From an optimization exercise on the open Yosys and OpenROAD flow, aimed at small area, a short achievable clock period and few clock cycles per item; shortcuts taken in it are not production practice.
Only simulation tests tie the RTL to the original design; equivalence was not proved.
No driver is modelled on the clock port, so clocking that relies on it looks cheaper here than on a real chip.
Power and IR drop assume default switching activity.

===== flow/config.mk =====
export PLATFORM = sky130hd
export DESIGN_NAME = sobel_gx_gy
export DESIGN_NICKNAME = sobel_gx_gy
export VERILOG_FILES = /design/flow/design.v
export SDC_FILE = /design/flow/constraint.sdc
export NUM_CORES = 4
export LEC_CHECK = 0
export ABC_AREA = 1
export CAP_MARGIN = 20
export CORE_MARGIN = 2
export CORE_UTILIZATION = 65
export PLACE_DENSITY = 0.9
export SLEW_MARGIN = 20

===== flow/constraint.sdc =====
create_clock -name core_clock -period 4.2 [get_ports {i_clk}]
set_input_delay 0.8400 -clock core_clock [delete_from_list [all_inputs] [get_ports {i_clk}]]
set_output_delay 0.8400 -clock core_clock [all_outputs]
set_load 0.01 [all_outputs]

===== flow/design.v =====
module sobel_gx_gy#(
    parameter p_data_bits = 8
) (
    input wire i_clk,
    input wire i_rst,
    output wire busy_out,
    input wire valid_in,
    input wire [9*p_data_bits-1:0] data_in,
    output reg valid_out,
    output reg [p_data_bits-1:0] data_out_gx,
    output reg [p_data_bits-1:0] data_out_gy
);
wire [7:0] a00 = data_in[71:64];
wire [7:0] a10 = data_in[63:56];
wire [7:0] a20 = data_in[55:48];
wire [7:0] a01 = data_in[47:40];
wire [7:0] a21 = data_in[31:24];
wire [7:0] a02 = data_in[23:16];
wire [7:0] a12 = data_in[15:8];
wire [7:0] a22 = data_in[7:0];
wire [7:0] n20 = ~a20;
wire [7:0] n21 = ~a21;
wire [7:0] n22 = ~a22;
wire [7:0] n02 = ~a02;
wire [7:0] n12 = ~a12;
assign busy_out = 1'b0;
wire tx0_0__s1 = a00[0] ^ a02[0] ^ n20[0];
wire tx0_0__c2 = (a00[0] & a02[0]) | (a00[0] & n20[0]) | (a02[0] & n20[0]);
wire tx0_1__s3 = a00[1] ^ a02[1] ^ a01[0];
wire tx0_1__c4 = (a00[1] & a02[1]) | (a00[1] & a01[0]) | (a02[1] & a01[0]);
wire tx0_1__s5 = n20[1] ^ n22[1] ^ n21[0];
wire tx0_1__c6 = (n20[1] & n22[1]) | (n20[1] & n21[0]) | (n22[1] & n21[0]);
wire tx0_2__s7 = a00[2] ^ a02[2] ^ a01[1];
wire tx0_2__c8 = (a00[2] & a02[2]) | (a00[2] & a01[1]) | (a02[2] & a01[1]);
wire tx0_2__s9 = n20[2] ^ n22[2] ^ n21[1];
wire tx0_2__c10 = (n20[2] & n22[2]) | (n20[2] & n21[1]) | (n22[2] & n21[1]);
wire tx0_3__s11 = a00[3] ^ a02[3] ^ a01[2];
wire tx0_3__c12 = (a00[3] & a02[3]) | (a00[3] & a01[2]) | (a02[3] & a01[2]);
wire tx0_3__s13 = n20[3] ^ n22[3] ^ n21[2];
wire tx0_3__c14 = (n20[3] & n22[3]) | (n20[3] & n21[2]) | (n22[3] & n21[2]);
wire tx0_4__s15 = a00[4] ^ a02[4] ^ a01[3];
wire tx0_4__c16 = (a00[4] & a02[4]) | (a00[4] & a01[3]) | (a02[4] & a01[3]);
wire tx0_4__s17 = n20[4] ^ n22[4] ^ n21[3];
wire tx0_4__c18 = (n20[4] & n22[4]) | (n20[4] & n21[3]) | (n22[4] & n21[3]);
wire tx0_5__s19 = a00[5] ^ a02[5] ^ a01[4];
wire tx0_5__c20 = (a00[5] & a02[5]) | (a00[5] & a01[4]) | (a02[5] & a01[4]);
wire tx0_5__s21 = n20[5] ^ n22[5] ^ n21[4];
wire tx0_5__c22 = (n20[5] & n22[5]) | (n20[5] & n21[4]) | (n22[5] & n21[4]);
wire tx0_6__s23 = a00[6] ^ a02[6] ^ a01[5];
wire tx0_6__c24 = (a00[6] & a02[6]) | (a00[6] & a01[5]) | (a02[6] & a01[5]);
wire tx0_6__s25 = n20[6] ^ n22[6] ^ n21[5];
wire tx0_6__c26 = (n20[6] & n22[6]) | (n20[6] & n21[5]) | (n22[6] & n21[5]);
wire tx0_7__s27 = a00[7] ^ a02[7] ^ a01[6];
wire tx0_7__c28 = (a00[7] & a02[7]) | (a00[7] & a01[6]) | (a02[7] & a01[6]);
wire tx0_7__s29 = n20[7] ^ n22[7] ^ n21[6];
wire tx0_7__c30 = (n20[7] & n22[7]) | (n20[7] & n21[6]) | (n22[7] & n21[6]);
wire tx1_1__s31 = tx0_0__c2 ^ tx0_1__s3 ^ tx0_1__s5;
wire tx1_1__c32 = (tx0_0__c2 & tx0_1__s3) | (tx0_0__c2 & tx0_1__s5) | (tx0_1__s3 & tx0_1__s5);
wire tx1_2__s33 = tx0_1__c4 ^ tx0_1__c6 ^ tx0_2__s7;
wire tx1_2__c34 = (tx0_1__c4 & tx0_1__c6) | (tx0_1__c4 & tx0_2__s7) | (tx0_1__c6 & tx0_2__s7);
wire tx1_3__s35 = tx0_2__c8 ^ tx0_2__c10 ^ tx0_3__s11;
wire tx1_3__c36 = (tx0_2__c8 & tx0_2__c10) | (tx0_2__c8 & tx0_3__s11) | (tx0_2__c10 & tx0_3__s11);
wire tx1_4__s37 = tx0_3__c12 ^ tx0_3__c14 ^ tx0_4__s15;
wire tx1_4__c38 = (tx0_3__c12 & tx0_3__c14) | (tx0_3__c12 & tx0_4__s15) | (tx0_3__c14 & tx0_4__s15);
wire tx1_5__s39 = tx0_4__c16 ^ tx0_4__c18 ^ tx0_5__s19;
wire tx1_5__c40 = (tx0_4__c16 & tx0_4__c18) | (tx0_4__c16 & tx0_5__s19) | (tx0_4__c18 & tx0_5__s19);
wire tx1_6__s41 = tx0_5__c20 ^ tx0_5__c22 ^ tx0_6__s23;
wire tx1_6__c42 = (tx0_5__c20 & tx0_5__c22) | (tx0_5__c20 & tx0_6__s23) | (tx0_5__c22 & tx0_6__s23);
wire tx1_7__s43 = tx0_6__c24 ^ tx0_6__c26 ^ tx0_7__s27;
wire tx1_7__c44 = (tx0_6__c24 & tx0_6__c26) | (tx0_6__c24 & tx0_7__s27) | (tx0_6__c26 & tx0_7__s27);
wire tx1_8__s45 = tx0_7__c28 ^ tx0_7__c30 ^ a01[7];
wire tx1_8__c46 = (tx0_7__c28 & tx0_7__c30) | (tx0_7__c28 & a01[7]) | (tx0_7__c30 & a01[7]);
wire c0_47 = n22[0] & tx0_0__s1;
wire ty0_0__c49 = (a00[0] & a20[0]) | (a00[0] & n02[0]) | (a20[0] & n02[0]);
wire ty0_1__s50 = a00[1] ^ a20[1] ^ a10[0];
wire ty0_1__c51 = (a00[1] & a20[1]) | (a00[1] & a10[0]) | (a20[1] & a10[0]);
wire ty0_1__s52 = n02[1] ^ n22[1] ^ n12[0];
wire ty0_1__c53 = (n02[1] & n22[1]) | (n02[1] & n12[0]) | (n22[1] & n12[0]);
wire ty0_2__s54 = a00[2] ^ a20[2] ^ a10[1];
wire ty0_2__c55 = (a00[2] & a20[2]) | (a00[2] & a10[1]) | (a20[2] & a10[1]);
wire ty0_2__s56 = n02[2] ^ n22[2] ^ n12[1];
wire ty0_2__c57 = (n02[2] & n22[2]) | (n02[2] & n12[1]) | (n22[2] & n12[1]);
wire ty0_3__s58 = a00[3] ^ a20[3] ^ a10[2];
wire ty0_3__c59 = (a00[3] & a20[3]) | (a00[3] & a10[2]) | (a20[3] & a10[2]);
wire ty0_3__s60 = n02[3] ^ n22[3] ^ n12[2];
wire ty0_3__c61 = (n02[3] & n22[3]) | (n02[3] & n12[2]) | (n22[3] & n12[2]);
wire ty0_4__s62 = a00[4] ^ a20[4] ^ a10[3];
wire ty0_4__c63 = (a00[4] & a20[4]) | (a00[4] & a10[3]) | (a20[4] & a10[3]);
wire ty0_4__s64 = n02[4] ^ n22[4] ^ n12[3];
wire ty0_4__c65 = (n02[4] & n22[4]) | (n02[4] & n12[3]) | (n22[4] & n12[3]);
wire ty0_5__s66 = a00[5] ^ a20[5] ^ a10[4];
wire ty0_5__c67 = (a00[5] & a20[5]) | (a00[5] & a10[4]) | (a20[5] & a10[4]);
wire ty0_5__s68 = n02[5] ^ n22[5] ^ n12[4];
wire ty0_5__c69 = (n02[5] & n22[5]) | (n02[5] & n12[4]) | (n22[5] & n12[4]);
wire ty0_6__s70 = a00[6] ^ a20[6] ^ a10[5];
wire ty0_6__c71 = (a00[6] & a20[6]) | (a00[6] & a10[5]) | (a20[6] & a10[5]);
wire ty0_6__s72 = n02[6] ^ n22[6] ^ n12[5];
wire ty0_6__c73 = (n02[6] & n22[6]) | (n02[6] & n12[5]) | (n22[6] & n12[5]);
wire ty0_7__s74 = a00[7] ^ a20[7] ^ a10[6];
wire ty0_7__c75 = (a00[7] & a20[7]) | (a00[7] & a10[6]) | (a20[7] & a10[6]);
wire ty0_7__s76 = n02[7] ^ n22[7] ^ n12[6];
wire ty0_7__c77 = (n02[7] & n22[7]) | (n02[7] & n12[6]) | (n22[7] & n12[6]);
wire ty1_1__s78 = ty0_0__c49 ^ ty0_1__s50 ^ ty0_1__s52;
wire ty1_1__c79 = (ty0_0__c49 & ty0_1__s50) | (ty0_0__c49 & ty0_1__s52) | (ty0_1__s50 & ty0_1__s52);
wire ty1_2__s80 = ty0_1__c51 ^ ty0_1__c53 ^ ty0_2__s54;
wire ty1_2__c81 = (ty0_1__c51 & ty0_1__c53) | (ty0_1__c51 & ty0_2__s54) | (ty0_1__c53 & ty0_2__s54);
wire ty1_3__s82 = ty0_2__c55 ^ ty0_2__c57 ^ ty0_3__s58;
wire ty1_3__c83 = (ty0_2__c55 & ty0_2__c57) | (ty0_2__c55 & ty0_3__s58) | (ty0_2__c57 & ty0_3__s58);
wire ty1_4__s84 = ty0_3__c59 ^ ty0_3__c61 ^ ty0_4__s62;
wire ty1_4__c85 = (ty0_3__c59 & ty0_3__c61) | (ty0_3__c59 & ty0_4__s62) | (ty0_3__c61 & ty0_4__s62);
wire ty1_5__s86 = ty0_4__c63 ^ ty0_4__c65 ^ ty0_5__s66;
wire ty1_5__c87 = (ty0_4__c63 & ty0_4__c65) | (ty0_4__c63 & ty0_5__s66) | (ty0_4__c65 & ty0_5__s66);
wire ty1_6__s88 = ty0_5__c67 ^ ty0_5__c69 ^ ty0_6__s70;
wire ty1_6__c89 = (ty0_5__c67 & ty0_5__c69) | (ty0_5__c67 & ty0_6__s70) | (ty0_5__c69 & ty0_6__s70);
wire ty1_7__s90 = ty0_6__c71 ^ ty0_6__c73 ^ ty0_7__s74;
wire ty1_7__c91 = (ty0_6__c71 & ty0_6__c73) | (ty0_6__c71 & ty0_7__s74) | (ty0_6__c73 & ty0_7__s74);
wire ty1_8__s92 = ty0_7__c75 ^ ty0_7__c77 ^ a10[7];
wire ty1_8__c93 = (ty0_7__c75 & ty0_7__c77) | (ty0_7__c75 & a10[7]) | (ty0_7__c77 & a10[7]);
reg valid_r;
reg rx_1_0;
reg rx_1_1;
reg rx_2_0;
reg rx_2_1;
reg rx_2_2;
reg rx_3_0;
reg rx_3_1;
reg rx_3_2;
reg rx_4_0;
reg rx_4_1;
reg rx_4_2;
reg rx_5_0;
reg rx_5_1;
reg rx_5_2;
reg rx_6_0;
reg rx_6_1;
reg rx_6_2;
reg rx_7_0;
reg rx_7_1;
reg rx_7_2;
reg rx_8_0;
reg rx_8_1;
reg rx_8_2;
reg rx_9_0;
reg ry_1_0;
reg ry_2_0;
reg ry_2_1;
reg ry_2_2;
reg ry_3_0;
reg ry_3_1;
reg ry_3_2;
reg ry_4_0;
reg ry_4_1;
reg ry_4_2;
reg ry_5_0;
reg ry_5_1;
reg ry_5_2;
reg ry_6_0;
reg ry_6_1;
reg ry_6_2;
reg ry_7_0;
reg ry_7_1;
reg ry_7_2;
reg ry_8_0;
reg ry_8_1;
reg ry_8_2;
reg ry_9_0;
always @(posedge i_clk) begin
    valid_r <= valid_in & ~i_rst;
    rx_1_0 <= tx1_1__s31;
    rx_1_1 <= c0_47;
    rx_2_0 <= tx1_1__c32;
    rx_2_1 <= tx1_2__s33;
    rx_2_2 <= tx0_2__s9;
    rx_3_0 <= tx1_2__c34;
    rx_3_1 <= tx1_3__s35;
    rx_3_2 <= tx0_3__s13;
    rx_4_0 <= tx1_3__c36;
    rx_4_1 <= tx1_4__s37;
    rx_4_2 <= tx0_4__s17;
    rx_5_0 <= tx1_4__c38;
    rx_5_1 <= tx1_5__s39;
    rx_5_2 <= tx0_5__s21;
    rx_6_0 <= tx1_5__c40;
    rx_6_1 <= tx1_6__s41;
    rx_6_2 <= tx0_6__s25;
    rx_7_0 <= tx1_6__c42;
    rx_7_1 <= tx1_7__s43;
    rx_7_2 <= tx0_7__s29;
    rx_8_0 <= tx1_7__c44;
    rx_8_1 <= tx1_8__s45;
    rx_8_2 <= n21[7];
    rx_9_0 <= tx1_8__c46;
    ry_1_0 <= ty1_1__s78;
    ry_2_0 <= ty1_1__c79;
    ry_2_1 <= ty1_2__s80;
    ry_2_2 <= ty0_2__s56;
    ry_3_0 <= ty1_2__c81;
    ry_3_1 <= ty1_3__s82;
    ry_3_2 <= ty0_3__s60;
    ry_4_0 <= ty1_3__c83;
    ry_4_1 <= ty1_4__s84;
    ry_4_2 <= ty0_4__s64;
    ry_5_0 <= ty1_4__c85;
    ry_5_1 <= ty1_5__s86;
    ry_5_2 <= ty0_5__s68;
    ry_6_0 <= ty1_5__c87;
    ry_6_1 <= ty1_6__s88;
    ry_6_2 <= ty0_6__s72;
    ry_7_0 <= ty1_6__c89;
    ry_7_1 <= ty1_7__s90;
    ry_7_2 <= ty0_7__s76;
    ry_8_0 <= ty1_7__c91;
    ry_8_1 <= ty1_8__s92;
    ry_8_2 <= n12[7];
    ry_9_0 <= ty1_8__c93;
end
wire [10:0] fx0 = {1'b0, rx_9_0, rx_8_0, rx_7_0, rx_6_0, rx_5_0, rx_4_0, rx_3_0, rx_2_0, rx_1_0, 1'b0};
wire [10:0] fx1 = {1'b0, 1'b0, rx_8_1, rx_7_1, rx_6_1, rx_5_1, rx_4_1, rx_3_1, rx_2_1, rx_1_1, 1'b0};
wire [10:0] fx2 = {1'b0, 1'b0, rx_8_2, rx_7_2, rx_6_2, rx_5_2, rx_4_2, rx_3_2, rx_2_2, 1'b0, 1'b0};
wire [10:0] sx = fx0 + fx1 + fx2;
wire [10:0] fy0 = {1'b0, ry_9_0, ry_8_0, ry_7_0, ry_6_0, ry_5_0, ry_4_0, ry_3_0, ry_2_0, ry_1_0, 1'b0};
wire [10:0] fy1 = {1'b0, 1'b0, ry_8_1, ry_7_1, ry_6_1, ry_5_1, ry_4_1, ry_3_1, ry_2_1, rx_1_1, 1'b0};
wire [10:0] fy2 = {1'b0, 1'b0, ry_8_2, ry_7_2, ry_6_2, ry_5_2, ry_4_2, ry_3_2, ry_2_2, 1'b0, 1'b0};
wire [10:0] sy = fy0 + fy1 + fy2;
always @(posedge i_clk) begin
    valid_out   <= valid_r & ~i_rst;
    data_out_gx <= sx[10:3];
    data_out_gy <= sy[10:3];
end
endmodule

===== flow/flow/run.sh =====
#!/bin/bash
# Standard ORFS layout with these changes:
#  - Yosys's synth runs with -noabc, so its generic ABC pass does not
#    restructure the written-out carry-save adders before extract_fa maps them
#    to full-adder cells (the registers and the final ABC mapping are as in
#    the standard synthesis);
#  - clock tree synthesis adds no dummy loads;
#  - the port buffers are plain buf_1 cells instead of the resizer's default
#    pick (a 10 um2 delay buffer);
#  - after clock tree synthesis, flow/skew.tcl puts a clock buffer in front of
#    the output registers (grouped by position, at most nine a buffer), so
#    their clock arrives a little later.  This gives
#    the register-to-register paths that end there more time; the input paths
#    are untouched, and the output paths only lose slack;
#  - then flow/swap.tcl lets the resizer swap equivalent input pins (only that)
#    aiming at a period of about 1.6 ns.
# Each tool's output goes to a log file of its own in this folder.
set -euo pipefail
export BUFFER_PORTS_ARGS="-buffer_cell sky130_fd_sc_hd__buf_1"
export SYNTH_ARGS="-noabc"
# ORFS cts.tcl arguments, plus -dont_use_dummy_load (no dummy clock loads)
export CTS_ARGS="-sink_clustering_enable -repair_clock_nets -dont_use_dummy_load"
R=orfs/results/sky130hd/sobel_gx_gy/base
bash standard.sh cts > orfs_to_cts.log 2>&1
SKEW_GROUP=9 SKEW_IN=$R/4_cts.odb SKEW_OUT=$R/4_cts_skew.odb SKEW_CELL=sky130_fd_sc_hd__clkbuf_4 \
  openroad -no_init -exit flow/skew.tcl > skew.log 2>&1
SWAP_IN=$R/4_cts_skew.odb SWAP_SDC=$R/4_cts.sdc SWAP_OUT=$R/4_cts_swap.odb SWAP_MARGIN=2.6 \
  openroad -no_init -exit flow/swap.tcl > swap.log 2>&1
mv -f $R/4_cts_swap.odb $R/4_cts.odb
rm -f $R/4_cts_skew.odb
bash standard.sh finish > orfs_finish.log 2>&1

===== flow/flow/skew.tcl =====
# Delay the clock of the output registers (data_out_*, valid_out): the
# registers are split by position into groups of at most SKEW_GROUP, and each
# group gets one SKEW_CELL clock buffer, fed from the leaf clock net that
# most of the group was on.  These registers end the pipeline's internal
# register-to-register paths; the later clock gives those paths more time and
# leaves the input paths alone.
set odb_in  $::env(SKEW_IN)
set odb_out $::env(SKEW_OUT)
set gmax    $::env(SKEW_GROUP)
read_db $odb_in
set db [ord::get_db]
set block [ord::get_db_block]
set master [$db findMaster $::env(SKEW_CELL)]
set its {}
foreach inst [$block getInsts] {
  set n [$inst getName]
  if {[string match {data_out_g*} $n] || [string match {valid_out*} $n]} {
    set it [$inst findITerm CLK]
    if {$it eq "NULL" || $it eq ""} { continue }
    lappend its $it
  }
}
proc pos {it} {
  set bb [[$it getInst] getBBox]
  return [list [expr {([$bb xMin] + [$bb xMax]) / 2.0}] [expr {([$bb yMin] + [$bb yMax]) / 2.0}]]
}
# k-means on the register positions, k = ceil(n / gmax), seeded along x
set n [llength $its]
set k [expr {($n + $gmax - 1) / $gmax}]
set sorted [lsort -real -index 1 [lmap it $its {list $it {*}[pos $it]}]]
set cent {}
for {set i 0} {$i < $k} {incr i} {
  set e [lindex $sorted [expr {int(($i + 0.5) * $n / $k)}]]
  lappend cent [list [lindex $e 1] [lindex $e 2]]
}
for {set iter 0} {$iter < 20} {incr iter} {
  # balanced assignment: nearest centre that still has room
  set cnt [lrepeat $k 0]
  set asg [dict create]
  set pairs {}
  foreach e $sorted {
    for {set c 0} {$c < $k} {incr c} {
      set d [expr {hypot([lindex $e 1] - [lindex $cent $c 0], [lindex $e 2] - [lindex $cent $c 1])}]
      lappend pairs [list $d [lindex $e 0] $c]
    }
  }
  foreach p [lsort -real -index 0 $pairs] {
    lassign $p d it c
    if {[dict exists $asg $it]} { continue }
    if {[lindex $cnt $c] >= $gmax} { continue }
    dict set asg $it $c
    lset cnt $c [expr {[lindex $cnt $c] + 1}]
  }
  set new {}
  for {set c 0} {$c < $k} {incr c} {
    set sx 0.0; set sy 0.0; set m 0
    dict for {it cc} $asg { if {$cc == $c} { lassign [pos $it] x y; set sx [expr {$sx + $x}]; set sy [expr {$sy + $y}]; incr m } }
    if {$m > 0} { lappend new [list [expr {$sx / $m}] [expr {$sy / $m}]] } else { lappend new [lindex $cent $c] }
  }
  set cent $new
}
for {set c 0} {$c < $k} {incr c} {
  set members {}
  set nets [dict create]
  dict for {it cc} $asg { if {$cc == $c} { lappend members $it; dict incr nets [[$it getNet] getName] } }
  if {[llength $members] == 0} { continue }
  set src ""; set best 0
  dict for {nm v} $nets { if {$v > $best} { set best $v; set src $nm } }
  set net [$block findNet $src]
  set nn [odb::dbNet_create $block "skewnet_$c"]
  $nn setSigType CLOCK
  set buf [odb::dbInst_create $block $master "skewbuf_$c"]
  foreach it $members { $it disconnect; $it connect $nn }
  lassign [lindex $cent $c] cx cy
  $buf setLocation [expr {int($cx)}] [expr {int($cy)}]
  $buf setPlacementStatus PLACED
  [$buf findITerm A] connect $net
  [$buf findITerm X] connect $nn
  puts "skew: skewbuf_$c ([$master getName]) on $src drives [llength $members] output registers"
}
detailed_placement
check_placement
write_db $odb_out

===== flow/flow/swap.tcl =====
# Pin swapping only: let the resizer move critical signals onto the faster
# of a cell's equivalent input pins (no cell is added, removed or resized).
read_liberty $::env(FLOW_HOME)/platforms/sky130hd/lib/sky130_fd_sc_hd__tt_025C_1v80.lib
read_db $::env(SWAP_IN)
read_sdc $::env(SWAP_SDC)
source $::env(FLOW_HOME)/platforms/sky130hd/setRC.tcl
set_propagated_clock [all_clocks]
estimate_parasitics -placement
report_worst_slack -max
repair_timing -setup -setup_margin $::env(SWAP_MARGIN) -sequence swap -skip_last_gasp
report_worst_slack -max
write_db $::env(SWAP_OUT)

===== flow/standard.sh =====
#!/bin/bash
# synth_recipe.tcl (not shown) runs the flow's synth.tcl, then flattens the netlist and writes it again
# the make line also repeats each setting of config.mk as NAME=value (left out here)
make -C /OpenROAD-flow-scripts/flow DESIGN_CONFIG=/design/flow/config.mk WORK_HOME=/design/flow/orfs CLKGATE_MAP_FILE= SYNTH_SCRIPT=/design/flow/synth_recipe.tcl "${@:-finish}"

==> results of run 1 <==
## worst max-delay path by stage
stage / start / to / slack (ns) / depth (start not counted)
floorplan: data_in[1] / rx_1_0 / 2.26 / 3
global placement: data_in[17] / ry_1_0 / 2.08 / 4
detailed placement: data_in[20] / rx_4_1 / 2.07 / 3
CTS: ry_2_0 / data_out_gy[7] / 2.21 / 10
global route: ry_2_0 / data_out_gy[5] / 2.28 / 10
finish: ry_2_0 / data_out_gy[7] / 2.37 / 10
## synthesized netlist by cell type
library cell,n,area (um^2)
nand3b_1,1,7.51
buf_4,1,7.51
inv_1,55,206
fa_1,62,1240
nand2_1,39,146
conb_1,1,3.75
xor2_1,6,52.6
nand2_2,2,12.5
a21o_1,2,15.0
nor2_1,5,18.8
a21oi_1,8,40.0
o21ai_2,2,17.5
ha_1,14,175
a21oi_2,2,17.5
nand3_1,11,55.1
nand4_1,1,6.26
dfxtp_1,65,1300
## worst max-delay path: cells and delay by family (launching register included)
family | cells | cell delay [ns]
fa+ha+maj | 2 | 0.88
buf+inv | 1 | 0.07
flops | 1 | 0.32
simple gates | 7 | 0.63
## cells by family after synthesis
group	share of synthesized area, %
AO/OA/AOI/OAI	2.71
adder cells (fa/ha/maj)	42.6
flip-flops	39.1
XOR/XNOR	1.58
buffers and inverters	6.44
AND/OR/NAND/NOR	7.41
other	0.113
## power breakdown
part / internal, uW / total, uW / switching, uW
registers: 809 / 878 / 68.8
logic: 430 / 1040 / 611
clock network: 211 / 416 / 206
## final cells by class
class	instances	area, um^2
Tap cell	70	87.6
Fill cell	338	1150
Buffer	2	15.0
Timing Repair Buffer	83	312
Inverter	55	206
Sequential cell	65	1300
Clock buffer	9	124
Multi-Input combinational cell	156	1810
## layer usage
| metal | global-route usage [%] | routed length [um] | vias up | share of wire, % |
|---|---|---|---|---|
| met2 | 42.0 | 2970 | 85 | 52 |
| li1 | - | - | 1005 | - |
| met1 | 24.2 | 2180 | 991 | 38 |
| met5 | 0 | 0 | - | 0 |
| met4 | 9.16 | 70 | 0 | 1.2 |
| met3 | 11.0 | 463 | 9 | 8.1 |
## per-stage QoR
stage / hold WS, ns / instances / total power [uW] / worst slack, ns / cell area, um^2
global route: 0.236 / 440 / 2580 / 2.28 / 3850
global placement: 0.396 / 429 / 1880 / 2.08 / 3720
finish: 0.222 / 440 / 2330 / 2.37 / 3850
floorplan: 0.388 / 277 / 1660 / 2.26 / 3320
detailed placement: 0.409 / 429 / 1940 / 2.07 / 3720
CTS: 0.417 / 438 / 2340 / 2.21 / 3840
==> run_results.csv, run 1 <==
group,metric,value,unit
status,status,"no timing/DRC/antenna violations",
logic_synthesis,ys.warnings.count,1,
die,core_area,5010,um^2
global_route,track_usage,23.7,%
clocking,clock-root-buffer,"clkbuf_8",
setup_path,path_cells,"fa_1 > nand3_1 > inv_1 > fa_1 > nand3_1 > nand2_1 > nand2_1 > nand2_1 > nand2_1 > nand2_1",
setup_path,start_kind,"register",
detailed_routing,dr.pass1.iters,4,
clocking,cts_inserted_buffers,9,
sta,maxClockFrequency,0.547,GHz
die,num_rows,26,
detailed_routing,antenna_left,0,
setup_path,cp_data_arrival_time,2.21,ns
sta,setup_tns,0,ns
setup_path,slowest_delay,0.47,ns
setup_path,cp.required,4.59,ns
clocking,ctsHoldBuffers,0,
detailed_routing,drc,0,
die,dieArea,5700,um^2
layout,mostFrequentLayoutCells,"83 x buf_1, 65 x dfxtp_1, 62 x fa_1",
global_route,overflow,0,
sta,clock_skew,0.184,ns
sta,post-route-period-util,43.5,%
logic_synthesis,syn-cell-area,3320,um^2
die,die_w,75.5,um
logic_synthesis,synth_cell_types,17,
layout,final_common_cell,"buf_1",
min_path,hold_path_depth,2,
die,die_h,75.5,um
layout,nNetsFinal,523,
clocking,post_cts_buffers,0,
min_path,hold_end,"valid_out",
layout,post-route-util,76.9,%
logic_synthesis,yosysSeqAreaShare,39.1,%
clocking,clk_latency,0.49,ns
placed_design,portBuffers,83,
setup_path,cpMaxStageDelayCell,"fa_1",
global_route,grt_max_degree,10,
layout,diodes,0,
logic_synthesis,syn_area_per_cell,12.0,um^2
sta,slew_violations,0,
detailed_routing,wl,5680,um
power_and_ir_drop,powerDensity,606,nW/um^2
layout,largestRegisters,"data_out_gx: 8 flops, data_out_gy: 8 flops",
detailed_routing,wl_per_cell,12.9,um
setup_path,regToRegSetupSlack,2.37,ns
setup_path,critPathCaptureType,"register",
setup_path,crit_type,"reg2reg",
detailed_routing,vias,2090,
clocking,clk_pin_slew,0.10,ns
clocking,htree_levels,3,
detailed_routing,drt_iter0_drc,49,
clocking,cts_tree,"built",
setup_path,crit_fanout,2,
global_route,antenna_found_initial,0,
global_route,grt_pass1_wl,9370,um
clocking,clock-sinks,65,
min_path,hold_path_startpoint,"valid_r",
logic_synthesis,syn_nets,428,
detailed_routing,viasPerCell,4.75,
logic_synthesis,netlist_instances,277,
setup_path,r2r-end,"data_out_gy[7]",
setup_path,r2r-start,"ry_2_0",
sta,rsz0062_at_grt,"false",
clocking,cts_repair_resize_count,0,
global_route,grt_pass1_vias,2256,
setup_path,ff2ff_path_depth,10,
flow_run,drv_cap,0,
die,initial_core_util,66.4,%
sta,timing.final.crit_period,1.83,ns
layout,drive_gt1_share,4.59,%
placed_design,gp_congestion,0.849,
layout,area_growth,16.0,%
setup_path,path_common_cell,"nand2_1",
die,ios,93,
placed_design,dp_hpwl,4920,um
min_path,hp-class,"reg2reg",
logic_synthesis,ys_seq_elements,65,
sta,finalHoldViolations,0,
power_and_ir_drop,leakage,0.00181,uW
clocking,clk_path_buf_depth,2,
sta,setup-violations-final,0,
power_and_ir_drop,peakVddDrop,0.422,mV
Testbench counts, summed over its fixed seeds: cycles 3,216, items 3,200.
==> inputs of run 2 (changes only) <==
--- a/flow/config.mk
+++ b/flow/config.mk
@@ -11,3 +11,2 @@
 export CORE_UTILIZATION = 65
-export PLACE_DENSITY = 0.9
 export SLEW_MARGIN = 20
==> run 2 against run 1 <==
- final cell count is the same
- total power shrank 0.22%
- register-to-register slack improved by 0.04 ns
- via count down 1.8%
- global-route usage fell by 2.0 points
- synthesized cell count did not move
- critical path depth fell by 9
- count of clock-buffer cells in the layout is the same
- sequential share of layout area unchanged
- routed wire length down 4.4%
- non-clock buffer count is the same
- flip-flop and latch count stayed put
- critical endpoint is now data_out_gx[7]
==> run_results.csv, run 2 <==
group,metric,value,unit
detailed_routing,wl_per_cell,12.4,um
sta,setup_tns,0,ns
die,ios,93,
logic_synthesis,synthSimpleGateAreaFrac,7.41,%
clocking,clk_latency,0.49,ns
global_route,overflow,0,
sta,post-route-period-util,43.2,%
logic_synthesis,ys_seq_elements,65,
detailed_routing,viasPerCell,4.67,
placed_design,dpl_cell_area,3720,um^2
setup_path,cpMaxStageDelayCell,"dfxtp_1",
setup_path,crit_type,"reg2out",
logic_synthesis,synthFlopType,"dfxtp_1",
logic_synthesis,yosysMostFrequentCell,"dfxtp_1",
placed_design,dp_hpwl,4630,um
logic_synthesis,synth_common_cells,"65 x dfxtp_1, 62 x fa_1, 55 x inv_1",
layout,nNetsFinal,523,
clocking,clock-sinks,65,
sta,rsz0062_at_grt,"false",
clocking,post_cts_buffers,0,
setup_path,cp.required,3.36,ns
layout,mostFrequentLayoutCells,"83 x buf_1, 65 x dfxtp_1, 62 x fa_1",
clocking,htree_levels,3,
logic_synthesis,syn_nets,428,
logic_synthesis,synth_compound_area_share,2.71,%
logic_synthesis,ys.warnings.count,1,
die,initial_core_util,66.4,%
logic_synthesis,netlist_instances,277,
clocking,clk_path_buf_depth,2,
layout,drive_gt1_share,4.59,%
logic_synthesis,synth_fa_ha_area_share,42.6,%
logic_synthesis,synth_area_leader_cell,"dfxtp_1",
detailed_routing,vias,2053,
die,die_h,75.5,um
clocking,cts_repair_resize_count,0,
clocking,clk_pin_slew,0.10,ns
power_and_ir_drop,powerDensity,604,nW/um^2
global_route,track_usage,21.7,%
placed_design,gp_congestion,0.810,
sta,clock_skew,0.181,ns
sta,fin_hold_ws,0.211,ns
placed_design,portBuffers,83,
detailed_routing,drc,0,
die,dieArea,5700,um^2
detailed_routing,dr.pass1.iters,4,
logic_synthesis,synth_cell_types,17,
logic_synthesis,synth_top_area_share,39.1,%
setup_path,critPathCaptureType,"output port",
sta,setup-violations-final,0,
setup_path,cp_data_arrival_time,0.97,ns
logic_synthesis,yosys-mux-area-fraction,0,%
logic_synthesis,yosysSeqAreaShare,39.1,%
clocking,cts_tree,"built",
global_route,grt_pass1_wl,8660,um
logic_synthesis,ys_top_cells_by_area,"dfxtp_1 39%, fa_1 37%, inv_1 6.2%",
power_and_ir_drop,peakVddDrop,0.393,mV
sta,finalHoldViolations,0,
logic_synthesis,synth_edf_count,0,
placed_design,post-place-cells,429,
setup_path,path_buf_inv,1,
clocking,cts_inserted_buffers,9,
setup_path,crit_fanout,1,
status,status,"no timing/DRC/antenna violations",
layout,stdcell_area,3850,um^2
detailed_routing,wl,5440,um
power_and_ir_drop,leakage,0.00181,uW
global_route,grt_pass1_vias,2072,
setup_path,path_cells,"buf_1",
layout,diodes,0,
die,core_area,5010,um^2
logic_synthesis,synth_xor_area_share,1.58,%
sta,maxClockFrequency,0.552,GHz
flow_run,drv_cap,0,
min_path,hp-class,"reg2reg",
logic_synthesis,synthArstFlopShare,0,%
sta,slew_violations,0,
layout,stdcell_count,440,
logic_synthesis,syn_area_per_cell,12.0,um^2
setup_path,crit_family,"flip-flops",
setup_path,regToRegSetupSlack,2.41,ns
setup_path,slowest_delay,0.33,ns
die,die_w,75.5,um
detailed_routing,drt_iter0_drc,62,
global_route,grt_max_degree,10,
sta,timing.final.crit_period,1.81,ns
logic_synthesis,synth_top_family_by_area,"adder cells",
layout,nFillCells,344,
logic_synthesis,syn-cell-area,3320,um^2
clocking,ctsHoldBuffers,0,
layout,largestRegisters,"data_out_gx: 8 flops, data_out_gy: 8 flops",
layout,area_growth,16.0,%
layout,final_common_cell,"buf_1",
power_and_ir_drop,power,2330,uW
global_route,antenna_found_initial,0,
die,num_rows,26,
detailed_routing,antenna_left,0,
clocking,clock-root-buffer,"clkbuf_8",
setup_path,start_kind,"register",
[run 2: cell counts in the layout (fill, tap and decap cells not counted)]
Identical to the previous run, type by type.
[run 2: power by group]
part | leakage, uW | internal, uW | switching, uW
clock | 0.0000739 | 211 | 202
sequential | 0.000548 | 809 | 65.8
combinational | 0.00119 | 428 | 614
total | 0.00181 | 1450 | 881
[run 2: layer usage]
metal	part of all wire [%]	up-vias	global-route usage, %
met5	0	-	0
met4	1.5	0	10.5
met3	8.3	7	6.35
met2	48	73	35.8
met1	42	968	26.1
li1	-	1005	-
[run 2: final cells by class]
class | count | area (um^2) | share of cell area, %
clock buffer | 9 | 124 | 3.21
buffer | 2 | 15.0 | 0.389
multi-input combinational | 156 | 1810 | 46.9
tap | 70 | 87.6 | 2.27
sequential | 65 | 1300 | 33.8
timing repair buffer | 83 | 312 | 8.08
inverter | 55 | 206 | 5.36
[run 2: logic make-up after synthesis]
kind of cell,Yosys count
AOI/OAI and AO/OA,14
xor gates and xnor gates,6
adders and majority gates,76
buffers and inverters,56
DFF,65
other,1
and+or+nand+nor,59
[run 2: path summary, 6_finish.rpt]
check / cells after the start / startpoint / to
min reg2reg: 2 / valid_r / valid_out
max: 1 / data_out_gx[7] / data_out_gx[7]
min: 2 / valid_r / valid_out
max reg2reg: 10 / rx_2_0 / data_out_gx[5]
[run 2: stage by stage]
stage / utilization (%) / worst slack (ns)
after floorplan: - / 2.26
after global placement: 74.2 / 2.08
after detailed placement: 74.2 / 2.06
after CTS: 76.6 / 2.24
after global routing: 76.9 / 2.30
final: 76.9 / 2.39
==> inputs of run 3 (changes only) <==
--- a/flow/flow/run.sh
+++ b/flow/flow/run.sh
@@ -6,3 +6,3 @@
 #    the standard synthesis);
-#  - clock tree synthesis adds no dummy loads;
+#  - clock tree synthesis uses clkbuf_4 and adds no dummy loads;
 #  - the port buffers are plain buf_1 cells instead of the resizer's default
@@ -20,4 +20,5 @@
 export SYNTH_ARGS="-noabc"
-# ORFS cts.tcl arguments, plus -dont_use_dummy_load (no dummy clock loads)
-export CTS_ARGS="-sink_clustering_enable -repair_clock_nets -dont_use_dummy_load"
+# ORFS cts.tcl arguments, plus -dont_use_dummy_load (no dummy clock loads),
+# with clkbuf_4 as the clock tree's buffer (as CTS_BUF_LIST would set it)
+export CTS_ARGS="-sink_clustering_enable -repair_clock_nets -dont_use_dummy_load -buf_list sky130_fd_sc_hd__clkbuf_4 -root_buf sky130_fd_sc_hd__clkbuf_4"
 R=orfs/results/sky130hd/sobel_gx_gy/base
==> run 3 against run 2 <==
- highest routed layer unchanged
- critical path depth did not move
- count of clock-buffer cells in the layout did not move
- still clean on timing, DRC and antenna
- synthesized area did not move
- clock power shrank 24%
- sequential power barely moved
- clock skew rose by 0.0084 ns
- largest power group unchanged
- non-clock buffer count did not move
==> run_results.csv, run 3 <==
group,metric,value,unit
min_path,hold_path_startpoint,"valid_r",
logic_synthesis,syn-cell-area,3320,um^2
min_path,hold_end,"valid_out",
logic_synthesis,synth_edf_count,0,
status,status,"no timing/DRC/antenna violations",
die,die_h,75.5,um
clocking,clock-sinks,65,
sta,finalHoldViolations,0,
power_and_ir_drop,powerDensity,585,nW/um^2
clocking,clock-root-buffer,"clkbuf_4",
clocking,htree_levels,3,
logic_synthesis,yosysSeqAreaShare,39.1,%
logic_synthesis,syn_area_per_cell,12.0,um^2
layout,largestRegisters,"data_out_gx: 8 flops, data_out_gy: 8 flops",
setup_path,cp.required,3.36,ns
layout,nFillCells,353,
global_route,track_usage,21.6,%
global_route,overflow,0,
placed_design,dp_hpwl,4630,um
detailed_routing,wl_per_cell,12.1,um
power_and_ir_drop,peakVddDrop,0.368,mV
die,dieArea,5700,um^2
setup_path,r2r-end,"data_out_gx[5]",
clocking,post_cts_buffers,0,
layout,nNetsFinal,523,
clocking,cts_inserted_buffers,9,
die,initial_core_util,66.4,%
logic_synthesis,synth_top_area_share,39.1,%
setup_path,start_kind,"register",
setup_path,slowest_delay,0.33,ns
flow_run,drv_cap,0,
sta,rsz0062_at_grt,"false",
die,die_w,75.5,um
logic_synthesis,ys_seq_elements,65,
detailed_routing,drc,0,
setup_path,regToRegSetupSlack,2.42,ns
clocking,clk_path_buf_depth,2,
layout,stdcell_count,440,
setup_path,crit_family,"flip-flops",
min_path,hp-class,"reg2reg",
die,ios,93,
detailed_routing,antenna_left,0,
sta,setup-violations-final,0,
setup_path,path_cells,"buf_1",
layout,mostFrequentLayoutCells,"83 x buf_1, 65 x dfxtp_1, 62 x fa_1",
setup_path,cpMaxStageDelayCell,"dfxtp_1",
layout,drive_gt1_share,4.59,%
sta,fin_hold_ws,0.212,ns
detailed_routing,drt_iter0_drc,68,
layout,final_common_cell,"buf_1",
setup_path,crit_fanout,1,
layout,multi_input_area,1810,um^2
logic_synthesis,synthFlopType,"dfxtp_1",
power_and_ir_drop,leakage,0.00179,uW
min_path,hold_path_depth,2,
placed_design,portBuffers,83,
clocking,clk_pin_slew,0.10,ns
setup_path,path_buf_inv,1,
sta,slew_violations,0,
detailed_routing,dr.pass1.iters,4,
logic_synthesis,synth_common_cells,"65 x dfxtp_1, 62 x fa_1, 55 x inv_1",
die,core_area,5010,um^2
logic_synthesis,synth_cell_types,17,
power_and_ir_drop,intPower,1360,uW
setup_path,ff2ff_path_depth,10,
setup_path,crit_type,"reg2out",
layout,post-route-util,75.8,%
detailed_routing,vias,2052,
die,num_rows,26,
layout,regArea,1300,um^2
clocking,cts_tree,"built",
layout,diodes,0,
logic_synthesis,synth_area_leader_cell,"dfxtp_1",
sta,clock_skew,0.190,ns
sta,maxClockFrequency,0.535,GHz
setup_path,r2r-start,"rx_2_0",
power_and_ir_drop,clkPwrFrac,14.0,%
placed_design,gp_congestion,0.810,
global_route,grt_max_degree,10,
clocking,cts_repair_resize_count,0,
setup_path,cp_data_arrival_time,1.03,ns
clocking,ctsHoldBuffers,0,
layout,area_growth,14.3,%
global_route,grt_pass1_vias,2071,
global_route,antenna_found_initial,0,
logic_synthesis,ys.warnings.count,1,
sta,setup_tns,0,ns
detailed_routing,viasPerCell,4.66,
setup_path,critPathCaptureType,"output port",
power_and_ir_drop,power_frac_comb,46.7,%
sta,timing.final.crit_period,1.87,ns
logic_synthesis,netlist_instances,277,
clocking,clk_latency,0.55,ns
power_and_ir_drop,p_sw,868,uW
logic_synthesis,ys_top_cells_by_area,"dfxtp_1 39%, fa_1 37%, inv_1 6.2%",
logic_synthesis,yosysMostFrequentCell,"dfxtp_1",
logic_synthesis,syn_nets,428,
global_route,grt_pass1_wl,8600,um
logic_synthesis,synthArstFlopShare,0,%
power_and_ir_drop,pwr-share-seq,39.2,%
power_and_ir_drop,sw_frac_of_total,39.0,%
sta,post-route-period-util,44.5,%
detailed_routing,wl,5340,um
placed_design,post-place-cells,429,
==> run 3: cell counts after synthesis <==
Identical to the previous run, type by type.
==> run 3: area by class of cell <==
type / instances / area share (%)
inverter: 55 / 5.43
multi-input combinational: 156 / 47.6
clock buffer: 9 / 1.78
sequential: 65 / 34.3
timing repair buffer: 83 / 8.20
tap: 70 / 2.31
buffer: 2 / 0.395
==> run 3: how the worst max path moves through the flow <==
| stage | startpoint | to | slack (ns) | cells after the start |
|---|---|---|---|---|
| 2_1_floorplan | data_in[1] | rx_1_0 | 2.26 | 3 |
| 3_3_place_gp | data_in[17] | ry_1_0 | 2.08 | 4 |
| 3_5_place_dp | data_in[1] | rx_1_0 | 2.06 | 4 |
| 4_1_cts | rx_2_1 | data_out_gx[5] | 2.24 | 10 |
| 5_1_grt | data_out_gx[3] | data_out_gx[3] | 2.22 | 1 |
| 6_report | data_out_gx[7] | data_out_gx[7] | 2.33 | 1 |
==> run 3: cells by family after synthesis <==
group / synth area share (%)
other: 0.113
buffers and inverters: 6.44
AOI/OAI and AO/OA: 2.71
xor gates and xnor gates: 1.58
adders and majority gates: 42.6
and+or+nand+nor: 7.41
DFF: 39.1
==> run 3: through the flow <==
stage               cell area (um^2)  power (uW)  setup WS [ns]
global placement                3720        1890           2.08
detailed placement              3720        1930           2.06
floorplan                       3320        1660           2.26
finish                          3800        2220           2.33
global route                    3800        2470           2.22
CTS                             3780        2220           2.24
==> run 3: metal layers <==
| layer | part of all wire (%) | track usage (%) | up-vias | wire [um] |
|---|---|---|---|---|
| met2 | 48 | 35.3 | 79 | 2550 |
| met4 | 1.9 | 11.1 | 0 | 104 |
| li1 | - | - | 1009 | - |
| met3 | 8.4 | 6.75 | 10 | 449 |
| met5 | 0 | 0 | - | 0 |
| met1 | 42 | 26.0 | 954 | 2240 |
==> run 3: power by group through the flow <==
stage	Clock (uW)	Sequential, uW	Combinational (uW)
CTS	292	875	1050
floorplan	0	926	736
global route	355	895	1220
finish	312	872	1040
global placement	0	883	1010
detailed placement	0	891	1040

[re-timing with driven ports]
Ports are ideal in the flow. The routed layouts listed here were re-timed in OpenROAD. Step 1: set_driving_cell puts a clkbuf_16 on i_clk and a buf_2 on each other input, an assumption about the parent block. Step 2 moves the port delays by t, midway between the first and last clock arrival at a register: inputs arrive t later, outputs are due t later. That takes back most of the time a late clock gives input paths. Slacks: ideal / step 1 / step 2; pairs: ideal / step 1.
run	t (ns)	slack for setup (ns)	pins driven straight from the clock port
run 1	0.430	2.373 / 2.355 / 2.017	1
run 2	0.426	2.388 / 2.360 / 2.004	1
run 3	0.479	2.330 / 2.303 / 2.012	1
After both steps every run listed still meets setup and hold. The setup slack of run 2, which loses most, moves by -0.028 ns with the drivers and by -0.384 ns with both steps.
